This is an optimization exercise on Yosys and OpenROAD, whose aim is small area, a short achievable clock period and few clock cycles per item, not a production implementation. The RTL was checked by simulation tests, not by an equivalence proof against the original design.

==> flow/design.v, too long to show whole: its modules and the start of the top module <==
// module INV_IP: 250 lines
// module EC_TOP: 1453 lines
// module EC_FA: 6 lines
// module EC_MUX: 5 lines
// module EC_HA: 6 lines
module EC_TOP(
    clk, rst_n, in_valid,
    in_Px, in_Py, in_Qx, in_Qy, in_prime, in_a,
    out_valid, out_Rx, out_Ry
);
  // ...
==> flow/flow/run.sh <==
#!/bin/bash
# Own layout flow:
#  1. the standard synthesis (standard.sh synth), unchanged;
#  2. an area-oriented re-mapping (ABC amap) of the combinational standard
#     cells only: flip-flops, full/half adders and tie cells stay as they are,
#     so the registers keep their names and cell types;
#  3. the standard layout from floorplan to finish, with buf_1 port buffers.
# Each tool writes its full output to a log file in the work folder.
set -euo pipefail
W="$PWD"
RES="$W/orfs/results/$FLOW_PLATFORM/EC_TOP/base"
bash standard.sh synth > "$W/synth.log" 2>&1
cp "$RES/1_2_yosys.v" "$W/1_2_yosys_standard.v"
REMAP_IN="$W/1_2_yosys_standard.v" REMAP_OUT="$RES/1_2_yosys.v" \
  yosys -c flow/remap.tcl > "$W/remap.log" 2>&1
rm -f "$RES/1_synth.odb"
export BUFFER_PORTS_ARGS="-buffer_cell sky130_fd_sc_hd__buf_1"
bash standard.sh > "$W/layout.log" 2>&1
==> flow/flow/amap.abc <==
strash
dch
amap
topo
stime -c
==> flow/flow/remap.tcl <==
# Re-map the combinational cells of the standard synthesis for area.
# Flip-flops, full/half adders and tie cells are kept as they are.
yosys -import
set lib $::env(FLOW_HOME)/platforms/$::env(FLOW_PLATFORM)/lib/sky130_fd_sc_hd__tt_025C_1v80.lib
set top $::env(FLOW_TOP)
set flat $::env(PWD)/remap_flat.v
# 1. the other cells as their logic functions
read_liberty -ignore_miss_func $lib
read_verilog $::env(REMAP_IN)
hierarchy -check -top $top
blackbox sky130_fd_sc_hd__df* sky130_fd_sc_hd__fa_* sky130_fd_sc_hd__ha_* sky130_fd_sc_hd__conb_* {*}[expr {[info exists ::env(REMAP_KEEP)] ? $::env(REMAP_KEEP) : ""}]
flatten
opt_clean -purge
select $top
write_verilog -noattr -selected $flat
select -clear
design -reset
# 2. map that logic again
read_liberty -lib $lib
read_verilog $flat
hierarchy -check -top $top
techmap
opt -fast
set dont {}
foreach c {probe_p_8 probec_p_8 lpflow_*} { lappend dont -dont_use sky130_fd_sc_hd__$c }
abc -liberty $lib {*}$dont -script [file dirname [info script]]/amap.abc
opt_clean -purge
setundef -zero
hilomap -singleton -hicell sky130_fd_sc_hd__conb_1 HI -locell sky130_fd_sc_hd__conb_1 LO
insbuf -buf sky130_fd_sc_hd__buf_4 A X
opt_clean -purge
check -assert
tee -o $::env(PWD)/remap_stat.txt stat -liberty $lib
write_verilog -noattr -nohex -nodec $::env(REMAP_OUT)
==> flow/standard.sh <==
#!/bin/bash
# synth_recipe.tcl (not shown) runs the flow's synth.tcl, then flattens the netlist and writes it again
# the make line also repeats each setting of config.mk as NAME=value (left out here)
make -C /OpenROAD-flow-scripts/flow DESIGN_CONFIG=/design/flow/config.mk WORK_HOME=/design/flow/orfs CLKGATE_MAP_FILE= SYNTH_SCRIPT=/design/flow/synth_recipe.tcl "${@:-finish}"
==> flow/config.mk <==
export PLATFORM = sky130hd
export DESIGN_NAME = EC_TOP
export DESIGN_NICKNAME = EC_TOP
export VERILOG_FILES = /design/flow/design.v
export SDC_FILE = /design/flow/constraint.sdc
export NUM_CORES = 4
export LEC_CHECK = 0
export ABC_AREA = 1
export CAP_MARGIN = 20
export CORE_MARGIN = 2
export CORE_UTILIZATION = 40
export SLEW_MARGIN = 20
export SYNTH_HIERARCHICAL = 1
export SYNTH_MEMORY_MAX_BITS = 16384
==> flow/constraint.sdc <==
create_clock -name core_clock -period 220.0 [get_ports {clk}]
set_input_delay 44.0000 -clock core_clock [delete_from_list [all_inputs] [get_ports {clk}]]
set_output_delay 44.0000 -clock core_clock [all_outputs]
set_load 0.01 [all_outputs]
==> results.cfg, run 1 <==
[status]
status = no timing/DRC/antenna violations

[placement]
port_buffers = 51
dp_hpwl_um = 31300
dpl_worst_slack_ps = 138300

[clock_tree]
cts_tree = yes
path_clk_slew_ps = 50
clock_sinks = 32
clk_path_buf_depth = 2

[timing]
period_share_pct = 37.1
final.setup.worst_slack_ps = 138300
maxSlewViolCount = 0
whs_ps = 43480
relSlewSlack_pct = 37.9

[worst_setup_path]
crit_path_start_kind = input port
worstSetupEndpointType = flip-flop
worst-path-buf-inv = 32
worstPathRequired_ps = 220160
crit_arrival_ps = 81860
worst_path_most_repeated_cell = fa_1

[finish]
regArea_um2 = 646
clock_area_share_pct = 1.29
largest_reg_flops = 7
num-nets-final = 2000
regMostFlops = s_q
area_growth_pct = 8.14
buf_share_pct = 2.87

[floorplanning]
ios = 52
start_util_pct = 40.5
core_area_um2 = 32400
die_area_um2 = 34200
tapCellCount = 442
die_w_um = 185

[grt]
grt_pass1_vias = 12012
globalRouteTotalUtil_pct = 23.8
met2_usage_pct = 40.9

[job]
maxCapViolCount = 0

[yosys]
syn_avg_cell_area_um2 = 8.68

[route]
vias_per_cell = 5.83
wl_met1_um = 16400
Testbench counts, summed over its fixed seeds: cycles 3,208, items 3,200.
==> inputs of run 2 (changes only) <==
--- a/flow/design.v
+++ b/flow/design.v
@@ -1033,62 +1033,22 @@
 wire a701 = ~a700;
 wire a702 = a680 | a699;
 wire a703 = a702 ? a683 : a669;
 wire a704 = a702 ? a686 : a671;
 wire a705 = a702 ? a689 : a673;
 wire a706 = a702 ? a692 : a675;
 wire a707 = a702 ? a695 : a677;
 wire a708 = a702 ? a698 : a679;
-wire a709 = in_Px[0] ^ a703;
-wire a710 = in_Px[0] & a703;
-wire a711 = in_Px[1] ^ a704 ^ a710;
-wire a712 = (in_Px[1] & a704) | (in_Px[1] & a710) | (a704 & a710);
-wire a713 = in_Px[2] ^ a705 ^ a712;
-wire a714 = (in_Px[2] & a705) | (in_Px[2] & a712) | (a705 & a712);
-wire a715 = in_Px[3] ^ a706 ^ a714;
-wire a716 = (in_Px[3] & a706) | (in_Px[3] & a714) | (a706 & a714);
-wire a717 = in_Px[4] ^ a707 ^ a716;
-wire a718 = (in_Px[4] & a707) | (in_Px[4] & a716) | (a707 & a716);
-wire a719 = in_Px[5] ^ a708 ^ a718;
-wire a720 = (in_Px[5] & a708) | (in_Px[5] & a718) | (a708 & a718);
-wire a721 = ~in_prime[0];
-wire a722 = a709 ^ a721;
-wire a723 = ~a722;
-wire a724 = a709 | a721;
-wire a725 = ~in_prime[1];
-wire a726 = a711 ^ a725 ^ a724;
-wire a727 = (a711 & a725) | (a711 & a724) | (a725 & a724);
-wire a728 = ~in_prime[2];
-wire a729 = a713 ^ a728 ^ a727;
-wire a730 = (a713 & a728) | (a713 & a727) | (a728 & a727);
-wire a731 = ~in_prime[3];
-wire a732 = a715 ^ a731 ^ a730;
-wire a733 = (a715 & a731) | (a715 & a730) | (a731 & a730);
-wire a734 = ~in_prime[4];
-wire a735 = a717 ^ a734 ^ a733;
-wire a736 = (a717 & a734) | (a717 & a733) | (a734 & a733);
-wire a737 = ~in_prime[5];
-wire a738 = a719 ^ a737 ^ a736;
-wire a739 = (a719 & a737) | (a719 & a736) | (a737 & a736);
-wire a740 = a720 ^ a739;
-wire a741 = ~a740;
-wire a742 = a720 | a739;
-wire a743 = a742 ? a723 : a709;
-wire a744 = a742 ? a726 : a711;
-wire a745 = a742 ? a729 : a713;
-wire a746 = a742 ? a732 : a715;
-wire a747 = a742 ? a735 : a717;
-wire a748 = a742 ? a738 : a719;
 always @(posedge clk or negedge rst_n)
     if (!rst_n) vld <= 1'b0;
     else vld <= in_valid;
 always @(posedge clk) begin
     s_q   <= {a668, a667, a666, a665, a664, a663, a478};
-    w_q   <= {a748, a747, a746, a745, a744, a743};
+    w_q   <= {in_Px[5], in_Px[4], in_Px[3], in_Px[2], in_Px[1], in_Px[0]};
     u_q   <= {a708, a707, a706, a705, a704, a703};
     pmy_q <= {a68, a65, a62, a59, a56, a53};
     p_q   <= in_prime;
 end
 wire b0 = ~p_q[0];
 wire b1 = s_q[0] ^ b0 ^ 1'b1;
 wire b2 = (s_q[0] & b0) | (s_q[0] & 1'b1) | (b0 & 1'b1);
 wire b3 = ~p_q[1];
@@ -1341,33 +1301,33 @@
 wire b235 = b222 ^ p_q[5] ^ b234;
 wire b236 = (b222 & p_q[5]) | (b222 & b234) | (p_q[5] & b234);
 wire b237 = b223 ? b207 : b225;
 wire b238 = b223 ? b210 : b227;
 wire b239 = b223 ? b213 : b229;
 wire b240 = b223 ? b216 : b231;
 wire b241 = b223 ? b219 : b233;
 wire b242 = b223 ? b222 : b235;
-wire b243 = ~b199;
+wire b243 = ~b237;
 wire b244 = w_q[0] ^ b243;
 wire b245 = ~b244;
 wire b246 = w_q[0] | b243;
-wire b247 = ~b200;
+wire b247 = ~b238;
 wire b248 = w_q[1] ^ b247 ^ b246;
 wire b249 = (w_q[1] & b247) | (w_q[1] & b246) | (b247 & b246);
-wire b250 = ~b201;
+wire b250 = ~b239;
 wire b251 = w_q[2] ^ b250 ^ b249;
 wire b252 = (w_q[2] & b250) | (w_q[2] & b249) | (b250 & b249);
-wire b253 = ~b202;
+wire b253 = ~b240;
 wire b254 = w_q[3] ^ b253 ^ b252;
 wire b255 = (w_q[3] & b253) | (w_q[3] & b252) | (b253 & b252);
-wire b256 = ~b203;
+wire b256 = ~b241;
 wire b257 = w_q[4] ^ b256 ^ b255;
 wire b258 = (w_q[4] & b256) | (w_q[4] & b255) | (b256 & b255);
-wire b259 = ~b204;
+wire b259 = ~b242;
 wire b260 = w_q[5] ^ b259 ^ b258;
 wire b261 = (w_q[5] & b259) | (w_q[5] & b258) | (b259 & b258);
 wire b262 = ~b261;
 wire b263 = b245 ^ p_q[0];
 wire b264 = b245 & p_q[0];
 wire b265 = b248 ^ p_q[1] ^ b264;
 wire b266 = (b248 & p_q[1]) | (b248 & b264) | (p_q[1] & b264);
 wire b267 = b251 ^ p_q[2] ^ b266;
@@ -1548,69 +1508,69 @@
 wire b442 = b280 & b406;
 wire b443 = b280 & b407;
 wire b444 = b280 & b408;
 wire b445 = b280 & b409;
 wire b446 = b280 & b410;
 wire bs447, bc447;
 EC_FA u_bfa447 (.a(pmy_q[0]), .b(b411), .c(b417), .s(bs447), .co(bc447));
 wire bs448, bc448;
-EC_FA u_bfa448 (.a(bs447), .b(b423), .c(b429), .s(bs448), .co(bc448));
+EC_FA u_bfa448 (.a(b423), .b(bs447), .c(b429), .s(bs448), .co(bc448));
 wire bs449, bc449;
 EC_FA u_bfa449 (.a(bs448), .b(b435), .c(b441), .s(bs449), .co(bc449));
 wire bs450, bc450;
 EC_FA u_bfa450 (.a(pmy_q[1]), .b(b412), .c(b418), .s(bs450), .co(bc450));
 wire bs451, bc451;
-EC_FA u_bfa451 (.a(bc447), .b(bs450), .c(b424), .s(bs451), .co(bc451));
+EC_FA u_bfa451 (.a(b424), .b(bc447), .c(bs450), .s(bs451), .co(bc451));
 wire bs452, bc452;
 EC_FA u_bfa452 (.a(bs451), .b(b430), .c(bc448), .s(bs452), .co(bc452));
 wire bs453, bc453;
 EC_FA u_bfa453 (.a(bs452), .b(b436), .c(b442), .s(bs453), .co(bc453));
 wire bs454, bc454;
 EC_HA u_bha454 (.a(bc449), .b(bs453), .s(bs454), .co(bc454));
 wire bs455, bc455;
 EC_FA u_bfa455 (.a(pmy_q[2]), .b(b413), .c(b419), .s(bs455), .co(bc455));
 wire bs456, bc456;
-EC_FA u_bfa456 (.a(bc450), .b(bs455), .c(b425), .s(bs456), .co(bc456));
+EC_FA u_bfa456 (.a(b425), .b(bc450), .c(bs455), .s(bs456), .co(bc456));
 wire bs457, bc457;
 EC_FA u_bfa457 (.a(bc451), .b(bs456), .c(b431), .s(bs457), .co(bc457));
 wire bs458, bc458;
 EC_FA u_bfa458 (.a(bs457), .b(bc452), .c(b437), .s(bs458), .co(bc458));
 wire bs459, bc459;
 EC_FA u_bfa459 (.a(bs458), .b(b443), .c(bc453), .s(bs459), .co(bc459));
 wire bs460, bc460;
 EC_HA u_bha460 (.a(bc454), .b(bs459), .s(bs460), .co(bc460));
 wire bs461, bc461;
 EC_FA u_bfa461 (.a(pmy_q[3]), .b(b414), .c(b420), .s(bs461), .co(bc461));
 wire bs462, bc462;
-EC_FA u_bfa462 (.a(bc455), .b(bs461), .c(b426), .s(bs462), .co(bc462));
+EC_FA u_bfa462 (.a(b426), .b(bc455), .c(bs461), .s(bs462), .co(bc462));
 wire bs463, bc463;
 EC_FA u_bfa463 (.a(bc456), .b(bs462), .c(b432), .s(bs463), .co(bc463));
 wire bs464, bc464;
 EC_FA u_bfa464 (.a(bc457), .b(bs463), .c(b438), .s(bs464), .co(bc464));
 wire bs465, bc465;
 EC_FA u_bfa465 (.a(bc458), .b(bs464), .c(b444), .s(bs465), .co(bc465));
 wire bs466, bc466;
 EC_FA u_bfa466 (.a(bs465), .b(bc459), .c(bc460), .s(bs466), .co(bc466));
 wire bs467, bc467;
 EC_FA u_bfa467 (.a(pmy_q[4]), .b(b415), .c(b421), .s(bs467), .co(bc467));
 wire bs468, bc468;
-EC_FA u_bfa468 (.a(bc461), .b(bs467), .c(b427), .s(bs468), .co(bc468));
+EC_FA u_bfa468 (.a(b427), .b(bc461), .c(bs467), .s(bs468), .co(bc468));
 wire bs469, bc469;
 EC_FA u_bfa469 (.a(bc462), .b(bs468), .c(b433), .s(bs469), .co(bc469));
 wire bs470, bc470;
 EC_FA u_bfa470 (.a(bc463), .b(bs469), .c(b439), .s(bs470), .co(bc470));
 wire bs471, bc471;
 EC_FA u_bfa471 (.a(bc464), .b(bs470), .c(b445), .s(bs471), .co(bc471));
 wire bs472, bc472;
 EC_FA u_bfa472 (.a(bc465), .b(bs471), .c(bc466), .s(bs472), .co(bc472));
 wire bs473, bc473;
 EC_FA u_bfa473 (.a(pmy_q[5]), .b(b416), .c(b422), .s(bs473), .co(bc473));
 wire bs474, bc474;
-EC_FA u_bfa474 (.a(bc467), .b(bs473), .c(b428), .s(bs474), .co(bc474));
+EC_FA u_bfa474 (.a(b428), .b(bc467), .c(bs473), .s(bs474), .co(bc474));
 wire bs475, bc475;
 EC_FA u_bfa475 (.a(bc468), .b(bs474), .c(b434), .s(bs475), .co(bc475));
 wire bs476, bc476;
 EC_FA u_bfa476 (.a(bc469), .b(bs475), .c(b440), .s(bs476), .co(bc476));
 wire bs477, bc477;
 EC_FA u_bfa477 (.a(bc470), .b(bs476), .c(b446), .s(bs477), .co(bc477));
 wire bs478, bc478;
 EC_FA u_bfa478 (.a(bc471), .b(bs477), .c(bc472), .s(bs478), .co(bc478));
==> flow/config.mk (replaced) <==
export PLATFORM = sky130hd
export DESIGN_NAME = EC_TOP
export DESIGN_NICKNAME = EC_TOP
export VERILOG_FILES = /design/flow/design.v
export SDC_FILE = /design/flow/constraint.sdc
export NUM_CORES = 4
export LEC_CHECK = 0
export ABC_AREA = 1
export CAP_MARGIN = 20
export CORE_MARGIN = 2
export CORE_UTILIZATION = 60
export CTS_BUF_LIST = sky130_fd_sc_hd__clkbuf_4 sky130_fd_sc_hd__clkbuf_8
export GPL_TIMING_DRIVEN = 0
export SLEW_MARGIN = 20
export SYNTH_HIERARCHICAL = 1
export SYNTH_MEMORY_MAX_BITS = 16384
==> run 2 against run 1 <==
  * Still clean
  * Core utilization up 21 points
  * Area after synthesis down 2.5%
  * Worst setup slack worse by 2100 ps
  * Global-route usage up 12 points
  * Die area down 34%
==> results.cfg, run 2 <==
[clock_tree]
clk_path_buf_depth = 2
post_cts.repair.setup_buffers = 0
post_cts_resized = 0
cts_tree = yes
cts_buffers = 5
htree_levels = 2
cts_hold_buf = 0
clock_sinks = 32
ctsRootBufferMaster = clkbuf_8
path_clk_slew_ps = 70

[yosys]
netlist_area_um2 = 12800
syn_avg_cell_area_um2 = 8.67
ys_warn_count = 8
netlist_instances = 1473
syn_nets = 1879

[placement]
port_buffers = 51
dp_hpwl_um = 31100
place.gp.congestion = 1.06

[worst_setup_path]
max_stage_delay_ps = 830
crit_fanout = 12
crit_arrival_ps = 39790
worst-setup-path-type = reg -> out
cpMaxStageDelayCell = clkinv_1
worst_path_most_repeated_cell = fa_1
crit_path_start_kind = flip-flop
worstSetupEndpointType = output pin
worstPathRequired_ps = 176000

[timing]
fin_setup_tns_ps = 0
hold_viol_final = 0
period_share_pct = 38.1
rsz0062_at_grt = false
tightest_slew_ps = 1150
relSlewSlack_pct = 23.4
fin_crit_ps = 83790
maxSlewViolCount = 0
setup_viol = 0
max_clock_freq_ghz = 0.0119
whs_ps = 43460

[floorplanning]
core_area_um2 = 21000
start_util_pct = 60.9
num_rows = 53
ios = 52
die_h_um = 150
die_w_um = 150
die_area_um2 = 22500

[finish]
num_antenna_cells = 0
layout_commonest_cell = nor2_1
drive_gt1_share_pct = 2.86
largest_reg_flops = 7
regMostFlops = s_q
final_cell_mix = nor2_1 (298), fa_1 (291), clkinv_1 (245), o22ai_1 (105), ha_1 (76)
num-nets-final = 1946
area_growth_pct = 6.58

[status]
status = no timing/DRC/antenna violations

[grt]
antenna_found_initial = 0
globalRouteTotalUtil_pct = 35.7
grt_pass1_wl_um = 61800
grt_max_degree = 36
gr-total-overflow = 0
grt_pass1_vias = 11727

[hold_path]
hp-class = in -> async

[route]
drt-pass1-iter-count = 9
vias_per_cell = 6.44
routedWlPerCell_um = 21.2
wl_um = 38600
num_vias = 11696
drc = 0
ant_nets = 0
dr.first_iter.drc_count = 1128

[job]
maxCapViolCount = 0
-- run 2: cell types whose count changed in the layout (fill, tap and decap cells not counted), moves of 6 or more --
cell	delta
nor3_1	-9
a221oi_1	+10
a21oi_1	-13
o221ai_1	-7
fa_1	-6
o22ai_1	-15
buf_2	+6
buf_4	-14
o21ai_0	-6
clkinv_1	+6
o32ai_1	+6
a22oi_1	+7
-- run 2: cell type report --
type / count / area [um^2]
inverter: 246 / 925
multi-input combinational: 1183 / 11200
tap: 275 / 344
sequential: 32 / 649
buffer: 12 / 90.1
clock buffer: 8 / 97.6
timing repair buffer: 60 / 347
fill: 1811 / 7350
-- run 2: worst max path at each step --
stage	from	end	slack [ps]	cells past startpoint
floorplan	in_Px[3]	s_q[4]$_DFF_P_	140880	130
global placement	in_Px[5]	s_q[4]$_DFF_P_	135240	131
detailed placement	p_q[1]$_DFF_P_	out_Ry[0]	136790	122
CTS	p_q[1]$_DFF_P_	out_Ry[0]	136390	122
global route	p_q[1]$_DFF_P_	out_Ry[1]	133880	122
finish	p_q[1]$_DFF_P_	out_Ry[0]	136210	121
-- run 2: metal layers --
metal	vias up	part of all wire (%)	global-route usage [%]	wire length [um]
met3	132	8.6	4.39	3330
met5	-	0	0	0
met2	626	48	60.0	18600
met4	0	4.0	12.8	1560
met1	5745	39	48.0	15000
li1	5193	-	-	-
-- run 2: through the flow --
stage	setup WS, ps	cells	util, %	instance area [um^2]
after CTS	136390	1816	64.9	13600
after global placement	135240	1799	63.5	13300
after detailed placement	136790	1808	64.5	13500
after global routing	133880	1816	64.9	13600
after floorplan	140880	1473	-	12800
final	136210	1816	64.9	13600
-- run 2: critical path, delay by kind of cell, from the launching register on --
kind	cells	cell delay (ps)
and+or+nand+nor	9	1950
DFF	1	780
buffers and inverters	23	4550
adders and majority gates	71	26120
AOI/OAI and AO/OA	18	6030
Testbench counts of run 2, summed over its fixed seeds: cycles 3,208, items 3,200.
==> inputs of run 3 (changes only) <==
--- a/flow/config.mk
+++ b/flow/config.mk
@@ -9,7 +9,6 @@
 export CAP_MARGIN = 20
 export CORE_MARGIN = 2
-export CORE_UTILIZATION = 60
+export CORE_UTILIZATION = 50
 export CTS_BUF_LIST = sky130_fd_sc_hd__clkbuf_4 sky130_fd_sc_hd__clkbuf_8
-export GPL_TIMING_DRIVEN = 0
 export SLEW_MARGIN = 20
 export SYNTH_HIERARCHICAL = 1
==> run 3 against run 2 <==
  * Fmax grew 1.1%
  * Largest cell class unchanged
  * Critical endpoint unchanged
  * Final area is essentially flat
  * Via count shrank 2.1%
==> results.cfg, run 3 <==
[floorplanning]
num_rows = 58
die_h_um = 164
ios = 52
start_util_pct = 50.9
core_area_um2 = 25100
die_area_um2 = 26800
die_w_um = 164

[grt]
grt_pass1_wl_um = 65500
grt_pass1_vias = 11953
gr-total-overflow = 0
globalRouteTotalUtil_pct = 31.7
antenna_found_initial = 0
grt_max_degree = 37

[worst_setup_path]
cpMaxStageDelayCell = dfxtp_1
worst-setup-path-type = reg -> out
worst_path_most_repeated_cell = fa_1
crit_arrival_ps = 38850
worstPathRequired_ps = 176000
max_stage_delay_ps = 750
crit_fanout = 10
worstSetupEndpointType = output pin
crit_path_start_kind = flip-flop

[clock_tree]
path_clk_slew_ps = 80
clk_path_buf_depth = 2
post_cts_resized = 0
ctsRootBufferMaster = clkbuf_8
cts_tree = yes
cts_buffers = 5
clock_sinks = 32
htree_levels = 2
cts_hold_buf = 0
post_cts.repair.setup_buffers = 0

[route]
num_vias = 11454
routedWlPerCell_um = 21.5
vias_per_cell = 6.11
drt-pass1-iter-count = 6
wl_um = 40300
ant_nets = 0
dr.first_iter.drc_count = 1032
drc = 0

[timing]
hold_viol_final = 0
fin_setup_tns_ps = 0
maxSlewViolCount = 0
max_clock_freq_ghz = 0.0121
period_share_pct = 37.7
setup_viol = 0
relSlewSlack_pct = 20.7
tightest_slew_ps = 1180
rsz0062_at_grt = false
fin_crit_ps = 82850

[yosys]
netlist_area_um2 = 12800
syn_nets = 1879
syn_avg_cell_area_um2 = 8.67
netlist_instances = 1473
ys_warn_count = 8

[placement]
port_buffers = 51
dp_hpwl_um = 32800
place.gp.congestion = 1.03
placed_area_um2 = 13500

[finish]
layout_commonest_cell = nor2_1
area_growth_pct = 6.56
fin_area_um2 = 13600
largest_reg_flops = 7
num_antenna_cells = 0
num-nets-final = 1949
final_cell_mix = nor2_1 (298), fa_1 (291), clkinv_1 (246), o22ai_1 (107), ha_1 (76)
regMostFlops = s_q
n_fill_cell = 2433
drive_gt1_share_pct = 2.40

[job]
maxCapViolCount = 0

[hold_path]
hp-class = in -> async

[status]
status = no timing/DRC/antenna violations
run 3: worst max path at each step:
stage                         startpoint        endpoint  slack [ps]  cells after the start
final                     p_q[1]$_DFF_P_       out_Ry[0]      137150                    122
after floorplan                 in_Px[3]  s_q[4]$_DFF_P_      140880                    130
after detailed placement  p_q[1]$_DFF_P_       out_Ry[0]      137290                    122
after global placement    p_q[1]$_DFF_P_       out_Ry[0]      137360                    122
after CTS                 p_q[1]$_DFF_P_       out_Ry[0]      136960                    122
after global routing      p_q[1]$_DFF_P_       out_Ry[0]      134710                    122
run 3: cell type report:
class	count	area, um^2	share of cell area (%)
multi-input cells	1183	11100	81.7
well taps	330	413	3.03
clock inverters	1	30.0	0.221
flip-flops and latches	32	646	4.75
repair buffers	75	375	2.76
clock buffers	7	96.3	0.708
inverters	246	923	6.79
run 3: metal layers:
layer | GRT usage, % | routed length [um] | vias to the layer above
met3 | 3.69 | 2970 | 121
met1 | 43.0 | 16700 | 5625
met2 | 53.5 | 19400 | 516
met4 | 9.57 | 1240 | 0
met5 | 0 | 0 | -
li1 | - | - | 5192
run 3: stage by stage:
step | hold WS [ps] | utilization, % | instances | setup slack [ps]
after CTS | 43430 | 54.2 | 1874 | 136960
after global routing | 43440 | 54.2 | 1874 | 134710
after floorplan | 43700 | - | 1473 | 140880
after detailed placement | 43760 | 53.7 | 1866 | 137290
after global placement | 43760 | 53.7 | 1866 | 137360
final | 43440 | 54.2 | 1874 | 137150
run 3: critical path, delay by kind of cell (launching register included):
family | cells | cell delay (ps)
flip-flops | 1 | 750
buffers and inverters | 23 | 4260
AND/OR/NAND/NOR | 9 | 1930
adder cells (fa/ha/maj) | 72 | 25830
AO/OA/AOI/OAI | 18 | 5750
==> inputs of run 4 (changes only) <==
--- a/flow/config.mk
+++ b/flow/config.mk
@@ -7,9 +7,9 @@
 export LEC_CHECK = 0
 export ABC_AREA = 1
-export CAP_MARGIN = 20
+export CAP_MARGIN = 0
 export CORE_MARGIN = 2
 export CORE_UTILIZATION = 50
 export CTS_BUF_LIST = sky130_fd_sc_hd__clkbuf_4 sky130_fd_sc_hd__clkbuf_8
-export SLEW_MARGIN = 20
+export SLEW_MARGIN = 0
 export SYNTH_HIERARCHICAL = 1
 export SYNTH_MEMORY_MAX_BITS = 16384
==> run 4 against run 3 <==
  * Still clean on timing, DRC and antenna
  * Count of clock-buffer cells in the layout unchanged
  * Core utilization unchanged
  * Global-route usage unchanged
  * Cell count unchanged
  * Wire length about the same
  * Via count about the same
  * Area after synthesis unchanged
  * Critical path depth unchanged
  * Non-clock buffer count unchanged
  * Hold slack about the same
  * Largest cell class unchanged
  * Highest routed layer unchanged
==> results.cfg, run 4 <==
[floorplanning]
die_area_um2 = 26800
ios = 52
die_w_um = 164
num_rows = 58
core_area_um2 = 25100
die_h_um = 164
start_util_pct = 50.9

[route]
ant_nets = 0
num_vias = 11448
routedWlPerCell_um = 21.5
dr.first_iter.drc_count = 1032
vias_per_cell = 6.11
drt-pass1-iter-count = 7
drc = 0
wl_um = 40300

[yosys]
netlist_area_um2 = 12800
syn_avg_cell_area_um2 = 8.67
syn_nets = 1879
ys_warn_count = 8
netlist_instances = 1473

[worst_setup_path]
worstPathRequired_ps = 176000
max_stage_delay_ps = 750
worst-setup-path-type = reg -> out
crit_path_start_kind = flip-flop
cpMaxStageDelayCell = dfxtp_1
crit_fanout = 10
worst_path_most_repeated_cell = fa_1
worstSetupEndpointType = output pin
crit_arrival_ps = 38850

[clock_tree]
cts_tree = yes
path_clk_slew_ps = 80
post_cts_resized = 0
clk_path_buf_depth = 2
post_cts.repair.setup_buffers = 0
htree_levels = 2
cts_buffers = 5
clock_sinks = 32
ctsRootBufferMaster = clkbuf_8
cts_hold_buf = 0

[placement]
place.gp.congestion = 1.03
port_buffers = 51
dp_cells = 1866
dp_hpwl_um = 32800

[grt]
grt_pass1_vias = 11953
grt_pass1_wl_um = 65500
grt_max_degree = 37
antenna_found_initial = 0
globalRouteTotalUtil_pct = 31.7
gr-total-overflow = 0

[timing]
period_share_pct = 37.7
fin_crit_ps = 82850
rsz0062_at_grt = false
maxSlewViolCount = 0
relSlewSlack_pct = 20.7
max_clock_freq_ghz = 0.0121
hold_viol_final = 0
setup_viol = 0
fin_setup_tns_ps = 0
tightest_slew_ps = 1180

[hold_path]
hp-class = in -> async

[finish]
regMostFlops = s_q
num_antenna_cells = 0
final_cell_mix = nor2_1 (298), fa_1 (291), clkinv_1 (246), o22ai_1 (107), ha_1 (76)
area_growth_pct = 6.56
layout.cells.non_filler = 1874
num-nets-final = 1949
n_fill_cell = 2433
drive_gt1_share_pct = 2.40
layout_commonest_cell = nor2_1
largest_reg_flops = 7

[status]
status = no timing/DRC/antenna violations

[job]
maxCapViolCount = 0
[run 4: how the worst max path moves through the flow]
stage                        start        endpoint  slack (ps)
floorplan                 in_Px[3]  s_q[4]$_DFF_P_      140880
global placement    p_q[1]$_DFF_P_       out_Ry[0]      137360
detailed placement  p_q[1]$_DFF_P_       out_Ry[0]      137290
CTS                 p_q[1]$_DFF_P_       out_Ry[0]      136960
global route        p_q[1]$_DFF_P_       out_Ry[0]      134710
finish              p_q[1]$_DFF_P_       out_Ry[0]      137150
[run 4: stage by stage]
step / setup WS [ps] / hold WS [ps] / utilization, % / area, um^2
2_1_floorplan: 140880 / 43700 / - / 12800
3_3_place_gp: 137360 / 43760 / 53.7 / 13500
3_5_place_dp: 137290 / 43760 / 53.7 / 13500
4_1_cts: 136960 / 43430 / 54.2 / 13600
5_1_grt: 134710 / 43440 / 54.2 / 13600
6_report: 137150 / 43440 / 54.2 / 13600
[run 4: per-layer routing]
metal	GRT usage [%]	up-vias	routed length (um)
met5	0	-	0
met4	9.57	0	1230
met3	3.69	120	3030
met2	53.5	524	19400
met1	43.0	5613	16600
li1	-	5191	-
[run 4: final cells by class]
class	count	area [um^2]	share of cell area (%)
Tap cell	330	413	3.03
Multi-Input combinational cell	1183	11100	81.7
Clock buffer	7	96.3	0.708
Sequential cell	32	646	4.75
Inverter	246	923	6.79
Clock inverter	1	30.0	0.221
Timing Repair Buffer	75	375	2.76
[run 4: critical path, delay by kind of cell, from the launching register on]
| family | cells | cell delay (ps) |
|---|---|---|
| adders and majority gates | 72 | 25830 |
| AOI/OAI and AO/OA | 18 | 5750 |
| buffers and inverters | 23 | 4260 |
| and+or+nand+nor | 9 | 1930 |
| DFF | 1 | 750 |
==> inputs of run 5 (changes only) <==
==> flow/config.mk (replaced) <==
export PLATFORM = sky130hd
export DESIGN_NAME = EC_TOP
export DESIGN_NICKNAME = EC_TOP
export VERILOG_FILES = /design/flow/design.v
export SDC_FILE = /design/flow/constraint.sdc
export NUM_CORES = 4
export LEC_CHECK = 0
export ABC_AREA = 1
export CAP_MARGIN = 20
export CORE_MARGIN = 2
export CORE_UTILIZATION = 40
export SLEW_MARGIN = 20
export SYNTH_HIERARCHICAL = 1
export SYNTH_MEMORY_MAX_BITS = 16384
==> run 5 against run 4 <==
  * Still clean on timing, DRC and antenna
  * Global-route usage decreased by 6.6 points
  * Sequential share of layout area hardly changed
  * Hold slack improved by 31 ps
  * Core utilization is 11 points lower
  * Synthesized cell count unchanged
  * Wire length grew 0.27%
  * Final area increased by 0.92%
  * Count of clock-buffer cells in the layout stayed put
  * Die area increased by 24%
  * First-iteration DRC count is 2.5% lower
  * Critical path depth unchanged
  * Largest cell class unchanged
==> results.cfg, run 5 <==
[status]
status = no timing/DRC/antenna violations

[finish]
final_cell_mix = nor2_1 (298), fa_1 (291), clkinv_1 (246), o22ai_1 (107), ha_1 (76)
fin_util_pct = 43.6
num_antenna_cells = 0
num-nets-final = 1952
regMostFlops = s_q
area_growth_pct = 7.54
largest_reg_flops = 7
n_fill_cell = 3187
drive_gt1_share_pct = 2.52
layout_commonest_cell = nor2_1

[placement]
place.gp.congestion = 1.07
dp_hpwl_um = 33000
dpl_worst_slack_ps = 137080
port_buffers = 51

[floorplanning]
start_util_pct = 40.6
core_area_um2 = 31500
die_w_um = 183
ios = 52
die_h_um = 183
num_rows = 65
die_area_um2 = 33400

[timing]
period_share_pct = 37.8
max_clock_freq_ghz = 0.0120
final.setup.worst_slack_ps = 136920
tightest_slew_ps = 969
hold_viol_final = 0
fin_crit_ps = 83080
relSlewSlack_pct = 35.2
maxSlewViolCount = 0
setup_viol = 0
fin_setup_tns_ps = 0
rsz0062_at_grt = false

[route]
num_vias = 11641
drc = 0
dr.first_iter.drc_count = 1006
routedWlPerCell_um = 20.7
vias_per_cell = 5.97
drt-pass1-iter-count = 5
ant_nets = 0
wl_um = 40400

[clock_tree]
cts_tree = yes
clk_path_buf_depth = 2
ctsRootBufferMaster = clkbuf_16
path_clk_slew_ps = 60
post_cts_resized = 0
clock_sinks = 32
htree_levels = 2
cts_hold_buf = 0
post_cts.repair.setup_buffers = 0
cts_buffers = 5

[worst_setup_path]
worstSetupEndpointType = output pin
worstPathRequired_ps = 176000
crit_path_start_kind = flip-flop
worst-setup-path-type = reg -> out
max_stage_delay_ps = 790
cpMaxStageDelayCell = dfxtp_1
worst_path_most_repeated_cell = fa_1
crit_fanout = 9
crit_arrival_ps = 39080

[hold_path]
hp-class = in -> async

[grt]
grt_max_degree = 37
globalRouteTotalUtil_pct = 25.0
grt_pass1_wl_um = 65300
grt_pass1_vias = 11965
gr-total-overflow = 0
antenna_found_initial = 0

[yosys]
ys_warn_count = 8
syn_nets = 1879
syn_avg_cell_area_um2 = 8.67
netlist_instances = 1473
netlist_area_um2 = 12800

[job]
maxCapViolCount = 0
-- run 5: layout make-up --
| cell class | instances | area, um^2 | share of cell area [%] |
|---|---|---|---|
| Clock buffer | 7 | 133 | 0.966 |
| Clock inverter | 1 | 5.00 | 0.0364 |
| Inverter | 246 | 923 | 6.72 |
| Multi-Input combinational cell | 1183 | 11100 | 81.0 |
| Sequential cell | 32 | 646 | 4.70 |
| Tap cell | 402 | 503 | 3.66 |
| Timing Repair Buffer | 78 | 399 | 2.91 |
-- run 5: worst max-delay path, delay by kind of cell (launching register included) --
| family | cells | cell delay (ps) |
|---|---|---|
| adder cells (fa/ha/maj) | 72 | 25790 |
| flip-flops | 1 | 790 |
| AO/OA/AOI/OAI | 18 | 5760 |
| buffers and inverters | 23 | 4500 |
| AND/OR/NAND/NOR | 9 | 1960 |
-- run 5: final timing paths --
check | startpoint | endpoint | slack [ps] | depth (start not counted)
max | p_q[1]$_DFF_P_ | out_Ry[0] | 136920 | 122
min | rst_n | vld$_DFF_PN0_ | 43470 | 1
max in group asynchronous | rst_n | vld$_DFF_PN0_ | 176430 | 1
min in group core_clock | in_valid | vld$_DFF_PN0_ | 43820 | 1
-- run 5: metal layers --
metal | share of wire, % | vias to the layer above | GRT usage, %
met5 | 0 | - | 0
met4 | 4.9 | 0 | 10.5
met3 | 6.0 | 124 | 1.84
met2 | 49 | 512 | 43.3
met1 | 40 | 5791 | 32.5
li1 | - | 5214 | -
-- run 5: through the flow --
stage,area (um^2),cells,hold WS (ps)
floorplan,12800,1473,43700
global placement,13600,1941,43760
detailed placement,13600,1941,43770
CTS,13700,1949,43470
global route,13700,1949,43470
finish,13700,1949,43470

static timing again, ports no longer ideal:
No port has a modelled driver above. Below, the same layouts with a new extraction and two added sets of constraints. Step 1, drivers: a clkbuf_16 drives clk and a buf_2 each remaining input, both assumed. Step 2 adds t to the input delays and takes it off the output delays; t is the mean of the earliest and latest rising clock arrival at the registers after step 1. Input paths then give back, and output paths get back, about the clock's delay inside the block. Three values: ideal, step 1, step 2; two values: the first two.
run	shift t [ns]	setup slack, ns	slew at the worst register clock pin (ns)	cell pins on the clock port's net
run 1	0.302	138.299 / 138.312 / 138.010	0.05 / 0.05	1
run 2	0.321	136.208 / 136.176 / 136.497	0.07 / 0.07	1
run 3	0.322	137.149 / 137.117 / 137.439	0.08 / 0.08	1
run 4	0.322	137.149 / 137.117 / 137.439	0.08 / 0.08	1
run 5	0.308	136.916 / 136.882 / 137.190	0.06 / 0.06	1
After both steps every run listed still meets setup and hold. The setup slack of run 1, which loses most, moves by +0.013 ns with the drivers and by -0.289 ns with both steps.
